This design comes from an exercise in tuning for small area, a short achievable clock period and few clock cycles on the open sky130 flow, not from production work.
For this run, only the layout was checked, not whether the RTL still works.
Power figures rest on the tool's default switching activity, not on a simulated workload.

### flow/standard.sh
#!/bin/bash
# synth_recipe.tcl (not shown) runs the flow's synth.tcl, then flattens the netlist and writes it again
# the make line also repeats each setting of config.mk as NAME=value (left out here)
make -C /OpenROAD-flow-scripts/flow DESIGN_CONFIG=/design/flow/config.mk WORK_HOME=/design/flow/orfs CLKGATE_MAP_FILE= SYNTH_SCRIPT=/design/flow/synth_recipe.tcl "${@:-finish}"
### flow/design.v
module profile_gen#(parameter SPEED_BITS=50) (
    input clk,
    input rst,
    input acc_step,
    output reg busy,
    output reg done,
    output [SPEED_BITS-1:0] speed_0,
    output [SPEED_BITS-1:0] speed_1,
    output [SPEED_BITS-1:0] speed_2,
    output [SPEED_BITS-1:0] speed_3,
    output [SPEED_BITS-1:0] speed_4,
    output [SPEED_BITS-1:0] speed_5,
    output [SPEED_BITS-1:0] speed_6,
    output [SPEED_BITS-1:0] speed_7,
    input [7:0] param_addr,
    input [31:0] param_in,
    input param_write_hi,
    input param_write_lo,
    input [7:0] abort,
    output reg [7:0] pending_aborts,
    output reg [7:0] done_aborts
);
    reg [7:0] en;        
    reg [7:0] tv;        
    reg [7:0] aip;
    reg [7:0] aci;
    reg [7:0] z;         
    reg ph2;
    wire [7:0] start_ab = en & pending_aborts & ~aip;
    wire any_start = |start_ab;
    wire go_abort = acc_step & any_start;
    wire go_step = (acc_step & ~any_start) | ph2;
    wire [7:0] hit, fin;
    wire [SPEED_BITS-1:0] spd [0:7];
    assign speed_0 = spd[0];
    assign speed_1 = spd[1];
    assign speed_2 = spd[2];
    assign speed_3 = spd[3];
    assign speed_4 = spd[4];
    assign speed_5 = spd[5];
    assign speed_6 = spd[6];
    assign speed_7 = spd[7];
    wire [2:0] wch = param_addr[7:5];
    wire [4:0] wword = param_addr[4:0];
    genvar c;
    generate
        for (c = 0; c < 8; c = c + 1) begin : ch
            reg signed [63:0] V, A, J, JJ, T, AB;
            reg [SPEED_BITS-1:0] speed;
            assign spd[c] = speed;
            wire sel = (wch == c);
            wire wlo = param_write_lo & sel;
            wire whi = param_write_hi & sel;
            wire [63:0] nv, nA, nJ, abA;
            wire [SPEED_BITS-1:0] nspeed;
            wire ab_neg;
            chan_dp u_dp (.V(V), .A(A), .J(J), .JJ(JJ), .T(T), .AB(AB), .aci(aci[c]), .z(z[c]),
                          .tv(tv[c]), .aip(aip[c]), .hit(hit[c]), .fin(fin[c]), .nv(nv),
                          .nA(nA), .nJ(nJ), .nspeed(nspeed), .abA(abA), .ab_neg(ab_neg));
            wire stp = go_step & en[c];
            wire sab = go_abort & start_ab[c];
            wire mat = z[c] & ~stp & ~sab;
            always @(posedge clk) begin
                if (wlo && wword == 5'd3) V[31:0] <= param_in;
                else if (stp) V[31:0] <= nv[31:0];
                else if (mat) V[31:0] <= T[31:0];
                if (whi && wword == 5'd3) V[63:32] <= param_in;
                else if (stp) V[63:32] <= nv[63:32];
                else if (mat) V[63:32] <= T[63:32];
                if (wlo && wword == 5'd4) A[31:0] <= param_in;
                else if (sab) A[31:0] <= abA[31:0];
                else if (stp) A[31:0] <= nA[31:0];
                else if (mat) A[31:0] <= 0;
                if (whi && wword == 5'd4) A[63:32] <= param_in;
                else if (sab) A[63:32] <= abA[63:32];
                else if (stp) A[63:32] <= nA[63:32];
                else if (mat) A[63:32] <= 0;
                if ((wlo || whi) && wword == 5'd4) aci[c] <= 1'b0;
                else if (sab) aci[c] <= ab_neg;
                else if (stp) aci[c] <= 1'b0;
                if (wlo && wword == 5'd5) J[31:0] <= param_in;
                else if (sab || mat) J[31:0] <= 0;
                else if (stp) J[31:0] <= nJ[31:0];
                if (whi && wword == 5'd5) J[63:32] <= param_in;
                else if (sab || mat) J[63:32] <= 0;
                else if (stp) J[63:32] <= nJ[63:32];
                if (wlo && wword == 5'd6) JJ[31:0] <= param_in;
                else if (sab || mat) JJ[31:0] <= 0;
                if (whi && wword == 5'd6) JJ[63:32] <= param_in;
                else if (sab || mat) JJ[63:32] <= 0;
                if (sab || mat) z[c] <= 1'b0;
                else if (stp) z[c] <= hit[c];
                if (wlo && wword == 5'd7) T[31:0] <= param_in;
                else if (whi && wword == 5'd7) T[63:32] <= param_in;
                else if (sab) T <= 0;
                if (wlo && wword == 5'd8) AB[31:0] <= param_in;
                else if (whi && wword == 5'd8) AB[63:32] <= param_in;
                if (wlo && wword == 5'd0) begin
                    en[c] <= param_in[0];
                    tv[c] <= param_in[1];
                end else if (sab)
                    tv[c] <= 1'b1;
                if (rst)
                    speed <= 0;
                else if (stp)
                    speed <= nspeed;
            end
        end
    endgenerate
    wire [7:0] dab = go_step ? ((~en & pending_aborts) | (en & fin)) : 8'd0;
    always @(posedge clk) begin
        if (rst) begin
            busy <= 0;
            done <= 0;
            ph2 <= 0;
            done_aborts <= 0;
            pending_aborts <= 0;
            aip <= 0;
        end else begin
            busy <= go_abort;
            ph2 <= go_abort;
            done <= go_step;
            done_aborts <= dab;
            pending_aborts <= (pending_aborts | abort) & ~dab;
            aip <= (aip | (go_abort ? start_ab : 8'd0)) & ~dab;
        end
    end
endmodule
module chan_dp (
    input [63:0] V,
    input [63:0] A,
    input [63:0] J,
    input [63:0] JJ,
    input [63:0] T,
    input [63:0] AB,
    input aci,
    input z,
    input tv,
    input aip,
    output hit,
    output fin,
    output [63:0] nv,
    output [63:0] nA,
    output [63:0] nJ,
    output [49:0] nspeed,
    output [63:0] abA,
    output ab_neg
);
    wire [63:0] g0 = A & V;
    wire [63:0] p0 = A ^ V;
    wire [64:0] c_sum;
    pg_carry #(64) u_sum (.g(g0), .p(p0), .ci(aci), .c(c_sum));
    wire [63:0] sum = p0 ^ c_sum[63:0];
    wire c_av = c_sum[64];
    wire [63:0] cs_s = ~(p0 ^ T);
    wire [63:0] cs_c = g0 | (p0 & ~T);
    wire [63:0] cs_y = {cs_c[62:0], aci};
    wire gf, pf;
    pg_group #(64) u_full (.g(cs_s & cs_y), .p(cs_s ^ cs_y), .G(gf), .P(pf));
    wire gv, pv;
    pg_group #(64) u_vt (.g(V & ~T), .p(~(V ^ T)), .G(gv), .P(pv));
    wire sd_vt = V[63] ^ T[63];
    wire lt_vt = sd_vt ? V[63] : ~(gv | pv);    
    wire eq_vt = pv;
    wire le1 = lt_vt | eq_vt;       
    wire le4 = ~lt_vt;              
    wire h0_00 = hit_case(1'b0, 1'b0, 1'b0);
    wire h0_01 = hit_case(1'b0, 1'b0, 1'b1);
    wire h0_11 = hit_case(1'b0, 1'b1, 1'b1);
    wire h1_00 = hit_case(1'b1, 1'b0, 1'b0);
    wire h1_01 = hit_case(1'b1, 1'b0, 1'b1);
    wire h1_11 = hit_case(1'b1, 1'b1, 1'b1);
    wire h0 = gf ? h0_11 : (pf ? h0_01 : h0_00);
    wire h1 = gf ? h1_11 : (pf ? h1_01 : h1_00);
    assign hit = z | (c_sum[63] ? h1 : h0);
    function hit_case(input x, input gfv, input gpv);
        reg s63, cav, c_st1, c_st0, sd, lt_st, gt_st;
        begin
            s63 = p0[63] ^ x;
            cav = g0[63] | (p0[63] & x);
            c_st1 = cs_c[63] ^ gpv ^ cav;
            c_st0 = cs_c[63] ^ gfv ^ cav;
            sd = s63 ^ T[63];
            lt_st = sd ? s63 : ~c_st1;      
            gt_st = sd ? T[63] : c_st0;     
            hit_case = tv & ((le1 & ~lt_st) | (~gt_st & le4));
        end
    endfunction
    assign fin = aip & (z | (hit & eq_vt));
    assign nv = sum;
    wire [50:0] spT;
    wire co_t;
    pg_add #(51) u_spt (.a(T[50:0]), .b(V[50:0]), .ci(1'b0), .s(spT), .co(co_t));
    wire [49:0] spS;
    wire co_s;
    pg_add #(50) u_sps (.a(A[50:1]), .b(V[49:0]), .ci(A[0] & aci), .s(spS), .co(co_s));
    wire [49:0] spT_z = z ? T[49:0] : spT[50:1];
    assign nspeed = hit ? spT_z : spS;
    wire [63:0] aj, jjj;
    wire co_aj, co_jj;
    pg_add #(64) u_aj (.a(A), .b(J), .ci(aci), .s(aj), .co(co_aj));
    pg_add #(64) u_jj (.a(J), .b(JJ), .ci(1'b0), .s(jjj), .co(co_jj));
    assign nJ = jjj;
    assign nA = aj;
    wire ab_z = ~|AB;
    wire [63:0] abX = ab_z ? V : AB;
    assign ab_neg = ab_z | (~V[63] & (|V));
    assign abA = abX ^ {64{ab_neg}};
endmodule
module pg_carry #(parameter N = 64, parameter L = 6) (
    input [N-1:0] g,
    input [N-1:0] p,
    input ci,
    output [N:0] c
);
    wire [(L+1)*N-1:0] gg;
    wire [(L+1)*N-1:0] pp;
    assign gg[N-1:1] = g[N-1:1];
    assign gg[0] = g[0] | (p[0] & ci);
    assign pp[N-1:0] = p;
    genvar k, i;
    generate
        for (k = 0; k < L; k = k + 1) begin : lv
            for (i = 0; i < N; i = i + 1) begin : bt
                if ((i >> k) & 1) begin : m
                    localparam integer J = ((i >> k) << k) - 1;
                    assign gg[(k+1)*N+i] = gg[k*N+i] | (pp[k*N+i] & gg[k*N+J]);
                    assign pp[(k+1)*N+i] = pp[k*N+i] & pp[k*N+J];
                end else begin : t
                    assign gg[(k+1)*N+i] = gg[k*N+i];
                    assign pp[(k+1)*N+i] = pp[k*N+i];
                end
            end
        end
    endgenerate
    assign c = {gg[L*N+N-1:L*N], ci};
endmodule
module pg_group #(parameter N = 64) (
    input [N-1:0] g,
    input [N-1:0] p,
    output G,
    output P
);
    generate
        if (N == 1) begin : leaf
            assign G = g[0];
            assign P = p[0];
        end else begin : node
            wire gh, ph, gl, pl;
            pg_group #(N/2) hi (.g(g[N-1:N/2]), .p(p[N-1:N/2]), .G(gh), .P(ph));
            pg_group #(N/2) lo (.g(g[N/2-1:0]), .p(p[N/2-1:0]), .G(gl), .P(pl));
            assign G = gh | (ph & gl);
            assign P = ph & pl;
        end
    endgenerate
endmodule
module pg_add #(parameter N = 64, parameter L = 6) (
    input [N-1:0] a,
    input [N-1:0] b,
    input ci,
    output [N-1:0] s,
    output co
);
    wire [(L+1)*N-1:0] g;
    wire [(L+1)*N-1:0] p;
    wire [N-1:0] p0 = a ^ b;
    assign g[N-1:1] = a[N-1:1] & b[N-1:1];
    assign g[0] = (a[0] & b[0]) | (p0[0] & ci);
    assign p[N-1:0] = p0;
    genvar k, i;
    generate
        for (k = 0; k < L; k = k + 1) begin : lv
            for (i = 0; i < N; i = i + 1) begin : bt
                if ((i >> k) & 1) begin : m
                    localparam integer J = ((i >> k) << k) - 1;
                    assign g[(k+1)*N+i] = g[k*N+i] | (p[k*N+i] & g[k*N+J]);
                    assign p[(k+1)*N+i] = p[k*N+i] & p[k*N+J];
                end else begin : t
                    assign g[(k+1)*N+i] = g[k*N+i];
                    assign p[(k+1)*N+i] = p[k*N+i];
                end
            end
        end
    endgenerate
    assign s = p0 ^ {g[L*N+N-2:L*N], ci};
    assign co = g[L*N+N-1];
endmodule
### flow/constraint.sdc
create_clock -name core_clock -period 12.0 [get_ports {clk}]
set_input_delay 2.4000 -clock core_clock [delete_from_list [all_inputs] [get_ports {clk}]]
set_output_delay 2.4000 -clock core_clock [all_outputs]
set_load 0.01 [all_outputs]
### flow/config.mk
export PLATFORM = sky130hd
export DESIGN_NAME = profile_gen
export DESIGN_NICKNAME = profile_gen
export VERILOG_FILES = /design/flow/design.v
export SDC_FILE = /design/flow/constraint.sdc
export NUM_CORES = 8
export LEC_CHECK = 0
export CAP_MARGIN = 20
export CORE_MARGIN = 2
export CORE_UTILIZATION = 45
export CTS_BUF_LIST = sky130_fd_sc_hd__clkbuf_16
export CTS_CLUSTER_DIAMETER = 80
export CTS_CLUSTER_SIZE = 20
export GPL_ROUTABILITY_DRIVEN = 1
export PLACE_DENSITY = 0.6
export SLEW_MARGIN = 20
### flow/flow/run.sh
#!/bin/bash
# Standard ORFS layout (the standard.sh, synthesis unchanged), with
# timing repair aimed below the 12 ns clock so that the achieved period,
# not only the 12 ns constraint, is optimised, and plain buffers (not
# delay cells) on the ports. Logs: flow.log here, and each ORFS step's
# own log under orfs/logs/.
set -euo pipefail
export SETUP_SLACK_MARGIN=7
export BUFFER_PORTS_ARGS="-buffer_cell sky130_fd_sc_hd__buf_2"
bash standard.sh > flow.log 2>&1
==> results.tsv <==
metric	value	unit
outcome	complete, no violations	
numCtsBuffers	309	
syn_nets	34510	
rr_endpoint	aip[3]	
worstSetupStartpoint	ch[3].A[0]	
clock_skew	0.05653	ns
synthArstFlopShare	0	
finalSetupViolCount	0	
grt_overflow	0	
synth_cells	30390	
wl_met1	444800	um
startpoint_type	flip-flop	
syn2layout_area_growth	12.53	%
path_clk_slew	0.07	ns
dp_slack	4.957	ns
r2r_cells	26	
htreeDepth	5	
final_max_slew_viol_count	0	
cts_root_buffer	clkbuf_16	
grt.total_usage	0.3195	
die_area	643400	um^2
wl_met2	477000	um
via_count	241800	
endpoint_kind	flip-flop	
clock_sink_count	3530	
synth_warnings	2	
fmax	0.1908	GHz
totalPowerFinal	0.03810	W
coreArea	635700	um^2
rr_startpoint	ch[3].A[0]	
rrSetupSlack	6.76	ns
via_per_inst	6.098	
dp_hpwl	743700	um
p_leak	135.8	nW
clk-insertion-delay-late	1.06	ns
critical_path_arrival	6.20	ns
ys_ff_latch	3530	
port_buffers	470	
cts.path.max_buffers	4	
highest_layer	met5	
nNetsFinal	35060	
synth_edf_count	3088	
fillerInstances	58390	
postRouteAntennaNets	0	
synth_area	286600	um^2
grt_start_max_net_pins	111	
drc	0	
drtIter0Drc	28210	
tightest_slew	1.368	ns
core.rowCount	293	
min_period	5.240	ns
dp.cells	38290	
syn_area_per_cell	9.431	um^2
grt_setup_unrepaired	true	
antenna_found_initial	87	
routed_wl	1078000	um
hold_viol	0	
die_x	802.1	um
cp-endpoint	aip[3]	
path_class	reg2reg	
peakVddDrop	0.0001288	V
hold_path.class	reg2reg	
initial_core_util	0.4509	
cp.required	12.96	ns
postCtsHoldBufs	0	
drv_cap	0	
die_y	802.1	um
synth_ff_type	edfxtp_1	
critPathMaxFanout	5	
cts_tree	done	
place_congestion	0.9345	
period_share	0.4367	
grt_pass1_wl	1550000	um
synth_seq_area_share	0.3544	
ioPinCount	471	
wl_met3	101200	um
synth_cell_types	119	
maxSlewHeadroom	0.08812	
grt_pass1_vias	228600	
drive_above_1_share	0.1080	
wl_per_cell	27.19	um
fin_util	0.5074	
drtPass1Iterations	8	
fin_cells	39660	
p_per_area	118.1	nW/um^2
mostFrequentLayoutCells	ha_1 (3,280), edfxtp_1 (3,088), nor2_1 (3,073)	
layout_commonest_cell	ha_1	
layout_setup_ws	6.760	ns
finalSetupTns	0	ns
cell families after synthesis:
kind of cell	Yosys count	share of synthesized area
buf+inv	3170	0.04214
mux	165	0.005932
xor+xnor	2305	0.07043
compound gates	8448	0.1855
fa+ha+maj	4064	0.1977
flops	3530	0.3544
simple gates	8712	0.1439
cells in the mapped netlist (all sizes together) (776+ instances only):
cell type	instances	area, um^2
nor2	3235	12140
o21ai	1724	8647
nand2	1859	6980
inv	1773	6655
clkbuf	1263	4741
ha	3288	41140
a21o	1081	8115
edfxtp	3088	92730
xnor2	1569	13740
and2	1115	6975
a21oi	3058	15310
fa	776	15530
routing by layer:
layer / vias up / track usage
met4: 22 / 0.1384
met5: - / 0
met3: 2038 / 0.05120
li1: 110700 / -
met2: 11140 / 0.5002
met1: 117900 / 0.4382
where the power goes:
group	internal [W]	leakage (nW)	switching, W
Sequential	0.0142	31.9	0.00103
Combinational	0.00492	98.6	0.00668
Clock	0.00547	5.28	0.00581
worst min-delay path by stage:
stage	slack, ns	cells past startpoint	end	from
global placement	0.43	2	ch[3].speed[13]	ch[3].speed[13]
floorplan	0.46	2	ch[3].speed[13]	ch[3].speed[13]
finish	0.44	2	ch[5].speed[27]	ch[5].speed[27]
CTS	0.45	2	ch[2].speed[2]	ch[2].speed[2]
detailed placement	0.43	2	ch[3].speed[39]	ch[3].speed[39]
global route	0.46	2	ch[5].speed[27]	ch[5].speed[27]
final cells by class:
class	instances	area (um^2)	share of cell area
flip-flops and latches	3530	101600	0.3150
well taps	8407	10520	0.03261
clock buffers	322	8058	0.02498
inverters	1774	6685	0.02073
clock inverters	242	2648	0.008208
repair buffers	1621	13680	0.04243
diodes	53	132.6	0.0004112
multi-input cells	23710	179200	0.5556
sequential cells by signal, indices dropped and copies added, names as in the netlist, 400 cells and up:
name      flops
ch.AB       512
ch.T        512
ch.V        512
ch.A        512
ch.J        512
ch.speed    400
ch.JJ       512
critical path, stage by stage (launching register included):
cell and delay [ns]:
edfxtp_1 0.39, buf_6 0.12, inv_4 0.03, fa_2 0.33, inv_2 0.07, fa_2 0.22
a211oi_2 0.08, o211a_1 0.29, nor4_4 0.39, o2111ai_2 0.22, a31oi_4 0.27, o211ai_1 0.11
buf_4 0.18, a2111oi_4 0.28, buf_4 0.20, o2111ai_4 0.14, a32oi_2 0.26, a31o_4 0.22
buf_12 0.10, o31ai_4 0.06, buf_12 0.16, buf_12 0.13, buf_16 0.15, a211oi_2 0.37
or2_1 0.18, o21ai_1 0.08, nor2_1 0.14
through the flow:
stage          instance area (um^2)  hold slack, ns
5_1_grt                      322400          0.4586
3_5_place_dp                 298800          0.4349
4_1_cts                      315600          0.4534
2_1_floorplan                286800          0.4625
3_3_place_gp                 298600          0.4300
6_report                     322500          0.4438
what timing repair did:
action	CTS	global route
setup buffers	314	363
gates cloned	42	25
pin swaps	202	463
resized for setup	617	919
endpoints found under the setup margin	2276	1374

==> what the ideal ports hide <==
In the flow no input, the clock included, has a driving cell. The finished layout below was timed again as built, in two steps. Step 1 assumes that a clkbuf_16 drives the clock port and a buf_2 every other input. Step 2 times the ports against the registers' clock, not the clock port: input delays grow and output delays shrink by t, the midpoint of the rising clock arrivals with the driver on. a / b / c = no drivers / after step 1 / after step 2; a / b = the first two.
shift t [ns]: 1.184
setup WS [ns]: 6.760 / 6.760 / 5.864
hold WS [ns]: 0.444 / 0.444 / 0.444
slew at the worst register clock pin (ns): 0.10 / 0.10
worst data-port slew with drivers (ns): 0.38
After both steps this run still meets setup and hold. The setup slack of this run moves by 0.000 ns with the drivers and by -0.896 ns with both steps.
